From an optimization exercise on the open Yosys and OpenROAD flow, aimed at small area; shortcuts taken in it are not production practice.
The RTL was checked by simulation tests, not by an equivalence proof against the original design.
The flow treats the clock pin as an ideal source. Dropping or thinning the clock tree relies on that and would not hold on a real chip.
No activity file was given, so power comes from the tool's default toggle rates.

==> module debouncer, before the edit <==
module debouncer(
    input clock, reset, noisy,
    output reg clean
);
    localparam [6:0] POL = 7'b1010101;
    reg [6:0] q;
    reg new_input;
    wire [6:0] s      = q ^ POL;
    wire       change = noisy ^ new_input;
    wire       done   = s[6] & s[4] & s[2] & ~s[1] & s[0];
    wire [6:0] s_next = change ? 7'd44 : {s[5:0], s[6] ^ s[0]};
    always @(posedge clock) begin
        new_input <= noisy;
        q <= s_next ^ POL;
        if (reset | (~change & done))
            clean <= noisy;
    end
endmodule
==> module display, before the edit <==
module display(
    input clock,
    input reset,
    input [2:0] ea,
    input [1:0] arm_ea,
    input [1:0] tsp,
    input [3:0] tv,
    input [1:0] timer_ea,
    input [3:0] tseg,
    output [7:0] dec_cat,
    output [7:0] an
    );
    reg [2:0] selected;
    reg [3:0] counter;
    reg f;
    wire tick = counter[0] & ~counter[1] & ~counter[3];
    always @* begin
        case (counter)
            4'd0, 4'd1, 4'd3, 4'd7, 4'd9, 4'd13, 4'd14: f = 1'b1;
            default: f = 1'b0;
        endcase
    end
    always @(posedge clock, posedge reset) begin
        if (reset) begin
            selected <= 3'd0;
            counter  <= 4'd9;
        end else begin
            counter <= {counter[2:0], f};
            selected <= selected ^ {tick & selected[1] & selected[0], tick & selected[0], tick};
        end
    end
    wire [7:0] dsel = 8'd1 << selected;
    wire [3:0] nib = ({4{dsel[0]}} & {1'b0, ea}) |
                     ({4{dsel[1]}} & {2'b00, arm_ea}) |
                     ({4{dsel[3]}} & {2'b00, tsp}) |
                     ({4{dsel[4]}} & tv) |
                     ({4{dsel[6]}} & {2'b00, timer_ea}) |
                     ({4{dsel[7]}} & tseg);
    reg [6:0] seg;
    always @* begin
        case (nib)
            4'd0:  seg = 7'b1000000;
            4'd1:  seg = 7'b1111001;
            4'd2:  seg = 7'b0100100;
            4'd3:  seg = 7'b0110000;
            4'd4:  seg = 7'b0011001;
            4'd5:  seg = 7'b0010010;
            4'd6:  seg = 7'b0000010;
            4'd7:  seg = 7'b1111000;
            4'd8:  seg = 7'b0000000;
            4'd9:  seg = 7'b0010000;
            4'd10: seg = 7'b0001000;
            4'd11: seg = 7'b0000011;
            4'd12: seg = 7'b1000110;
            4'd13: seg = 7'b0100001;
            4'd14: seg = 7'b0000110;
            default: seg = 7'b0001110;
        endcase
    end
    assign dec_cat = {seg, 1'b1};
    assign an = {~dsel[0], ~dsel[1], 1'b1, ~dsel[3], ~dsel[4], 1'b1, ~dsel[6], ~dsel[7]};
endmodule
==> module fsm, before the edit <==
module fsm(
    input clock, reset, ignition, door_driver, door_pass, one_hz_enable, expired, reprogram,
    output start_timer, status, enable_siren,
    output[1:0] interval, ARM_EA_DISPLAY,
    output[2:0] EA_DISPLAY
);
localparam SET = 0;
localparam OFF = 1;
localparam TRIGGER = 2;
localparam ON = 3;
localparam STOP_ALARM = 4;
localparam WAIT_IGNITION_OFF = 0;
localparam WAIT_DOOR_OPEN = 1;
localparam WAIT_DOOR_CLOSE = 2;
localparam START_ARM_DELAY = 3;
reg [2:0] EA, PE;
reg [1:0] ARM_EA, ARM_PE, time_sel;
wire door = door_driver | door_pass;
wire hold = ~reprogram & ~ignition;
always @(posedge clock, posedge reset)
    if (reset) begin
        EA <= SET;
        ARM_EA <= WAIT_IGNITION_OFF;
    end else begin
        EA <= PE;
        ARM_EA <= ARM_PE;
    end
always @(posedge clock)
    time_sel <= (EA == SET) ? {door_pass, ~door_pass} :
                (EA == OFF) ? 2'd0 : 2'd3;
always @* begin
    if (reprogram)      PE = SET;
    else if (ignition)  PE = OFF;
    else case (EA)
        SET:        PE = door ? TRIGGER : SET;
        OFF:        PE = (expired && ARM_EA == START_ARM_DELAY) ? SET : OFF;
        TRIGGER:    PE = expired ? ON : TRIGGER;
        ON:         PE = door ? ON : STOP_ALARM;
        STOP_ALARM: PE = expired ? SET : door ? ON : STOP_ALARM;
        default:    PE = SET;
    endcase
end
always @* begin
    if (ignition) ARM_PE = WAIT_IGNITION_OFF;
    else case (ARM_EA)
        WAIT_IGNITION_OFF: ARM_PE = WAIT_DOOR_OPEN;
        WAIT_DOOR_OPEN:    ARM_PE = door_driver ? WAIT_DOOR_CLOSE : WAIT_DOOR_OPEN;
        WAIT_DOOR_CLOSE:   ARM_PE = door ? WAIT_DOOR_CLOSE : START_ARM_DELAY;
        default:           ARM_PE = door ? WAIT_DOOR_CLOSE : START_ARM_DELAY;
    endcase
end
assign start_timer = (EA == TRIGGER && expired) ||
                     (EA == OFF && ARM_EA == WAIT_DOOR_CLOSE && !ignition && !door) ||
                     (EA == SET && hold && door) ||
                     (EA == ON && hold && !door);
assign status = (EA == SET) ? one_hz_enable : (EA != OFF);
assign enable_siren = (EA == ON || EA == STOP_ALARM);
assign interval = time_sel;
assign EA_DISPLAY = EA;
assign ARM_EA_DISPLAY = ARM_EA;
endmodule
export LEC_CHECK = 0
export CAP_MARGIN = 20
export CORE_MARGIN = 2
export CORE_UTILIZATION = 40
export PLACE_DENSITY = 0.6
export SLEW_MARGIN = 20
create_clock -name core_clock -period 10.0 [get_ports {clock}]
standard.sh (not shown) runs the stock make flow with config.mk's settings and CLKGATE_MAP_FILE= SYNTH_SCRIPT=/design/flow/synth_recipe.tcl, a recipe that flattens the netlist after the stock synthesis.
==> flow/flow/run.sh <==
#!/bin/bash
# Own layout flow: the standard ORFS flow (standard.sh) with
#  - an area-oriented ABC script for the combinational logic, and no
#    adder extraction (the flip-flops are mapped by the unchanged standard
#    synthesis steps before ABC runs),
#  - port buffers of type buf_1,
#  - a two-level clock tree built by flow/cts_tree.tcl (one root buffer on
#    the clock port, CTS_LEAVES leaf buffers each driving one cluster of
#    flip-flops; both levels are inverters) in place of TritonCTS; the rest of the CTS step (timing
#    repair, legalisation) is ORFS's own.
# Each tool's output goes to the ORFS logs under orfs/logs and to
# standard_flow.log here.
set -euo pipefail
cd "$(dirname "$0")/.."
rm -rf scripts_own
cp -r "$FLOW_HOME/scripts" scripts_own
cp flow/abc_area.script scripts_own/abc_speed.script
cp flow/cts.tcl scripts_own/cts.tcl
bash standard.sh \
  SCRIPTS_DIR="$PWD/scripts_own" \
  ADDER_MAP_FILE= \
  MANUAL_CTS="$PWD/flow/cts_tree.tcl" \
  CTS_LEAVES=5 \
  CTS_LEAF_CELL=sky130_fd_sc_hd__inv_16 \
  CTS_ROOT_CELL=sky130_fd_sc_hd__inv_8 \
  "BUFFER_PORTS_ARGS=-buffer_cell sky130_fd_sc_hd__buf_1" \
  finish > standard_flow.log 2>&1
Other scripts of this flow, unchanged in this note and not shown: flow/flow/abc_area.script, flow/flow/cts.tcl, flow/flow/cts_tree.tcl
Change:
--- a/flow/design.v
+++ b/flow/design.v
@@ -5,12 +5,12 @@
     localparam [6:0] POL = 7'b1010101;
     reg [6:0] q;
     reg new_input;
     wire [6:0] s      = q ^ POL;
     wire       change = noisy ^ new_input;
-    wire       done   = s[6] & s[4] & s[2] & ~s[1] & s[0];
-    wire [6:0] s_next = change ? 7'd44 : {s[5:0], s[6] ^ s[0]};
+    wire       done   = ~(s[6] | s[4] | s[3] | s[2] | s[1]);
+    wire [6:0] s_next = change ? 7'd42 : {s[5:0], s[6] ^ s[0]};
     always @(posedge clock) begin
         new_input <= noisy;
         q <= s_next ^ POL;
         if (reset | (~change & done))
             clean <= noisy;
@@ -36,11 +36,11 @@
         case (counter)
             4'd0, 4'd1, 4'd3, 4'd7, 4'd9, 4'd13, 4'd14: f = 1'b1;
             default: f = 1'b0;
         endcase
     end
-    always @(posedge clock, posedge reset) begin
+    always @(posedge clock) begin
         if (reset) begin
             selected <= 3'd0;
             counter  <= 4'd9;
         end else begin
             counter <= {counter[2:0], f};
@@ -202,11 +202,11 @@
 localparam START_ARM_DELAY = 3;
 reg [2:0] EA, PE;
 reg [1:0] ARM_EA, ARM_PE, time_sel;
 wire door = door_driver | door_pass;
 wire hold = ~reprogram & ~ignition;
-always @(posedge clock, posedge reset)
+always @(posedge clock)
     if (reset) begin
         EA <= SET;
         ARM_EA <= WAIT_IGNITION_OFF;
     end else begin
         EA <= PE;
After rerunning:
- critical path depth does not change
- die area is lower by 0.98%
- combinational power went up by about 10%
- total power increases by 1.6%
- cell count fell by 1.2%
- area after synthesis goes down by about 1%
- cell area came out lower by about 1%
- global-route usage is lower by 0.22 points
- routed wire length is about the same
- clock power barely changes
- worst hold slack barely changes
- register-to-register slack got worse by 0.04 ns
- synthesized cell count fell by 1.5%
- setup slack gets worse by 0.062 ns
No run of this note takes its clock network from TritonCTS; it comes from the design's own scripts or RTL.

separate check: timing with driven ports:
In the flow no input, the clock included, has a driving cell. The finished layouts below were timed again as built, in two steps. Step 1 (the two cells are an assumption about what drives the block):
set clk [get_ports {clock}]
set_driving_cell -lib_cell sky130_fd_sc_hd__clkbuf_16 $clk
set_driving_cell -lib_cell sky130_fd_sc_hd__buf_2 [delete_from_list [all_inputs] $clk]
Step 2 times the ports against the registers' clock, not the clock port: input delays grow and output delays shrink by t, the midpoint of the rising clock arrivals with the driver on. Three values: no drivers, after step 1, after step 2; two values: the first two.
| run | t, ns | slack for setup (ns) | worst hold slack (ns) | worst data-port slew with drivers (ns) |
|---|---|---|---|---|
| the first run | 0.285 | 5.454 / 5.401 / 5.686 | 0.371 / 0.371 / 0.371 | 0.04 |
| the second run | 0.280 | 5.392 / 5.338 / 5.531 | 0.374 / 0.374 / 0.374 | 0.04 |
After both steps setup and hold are still met in every run listed.
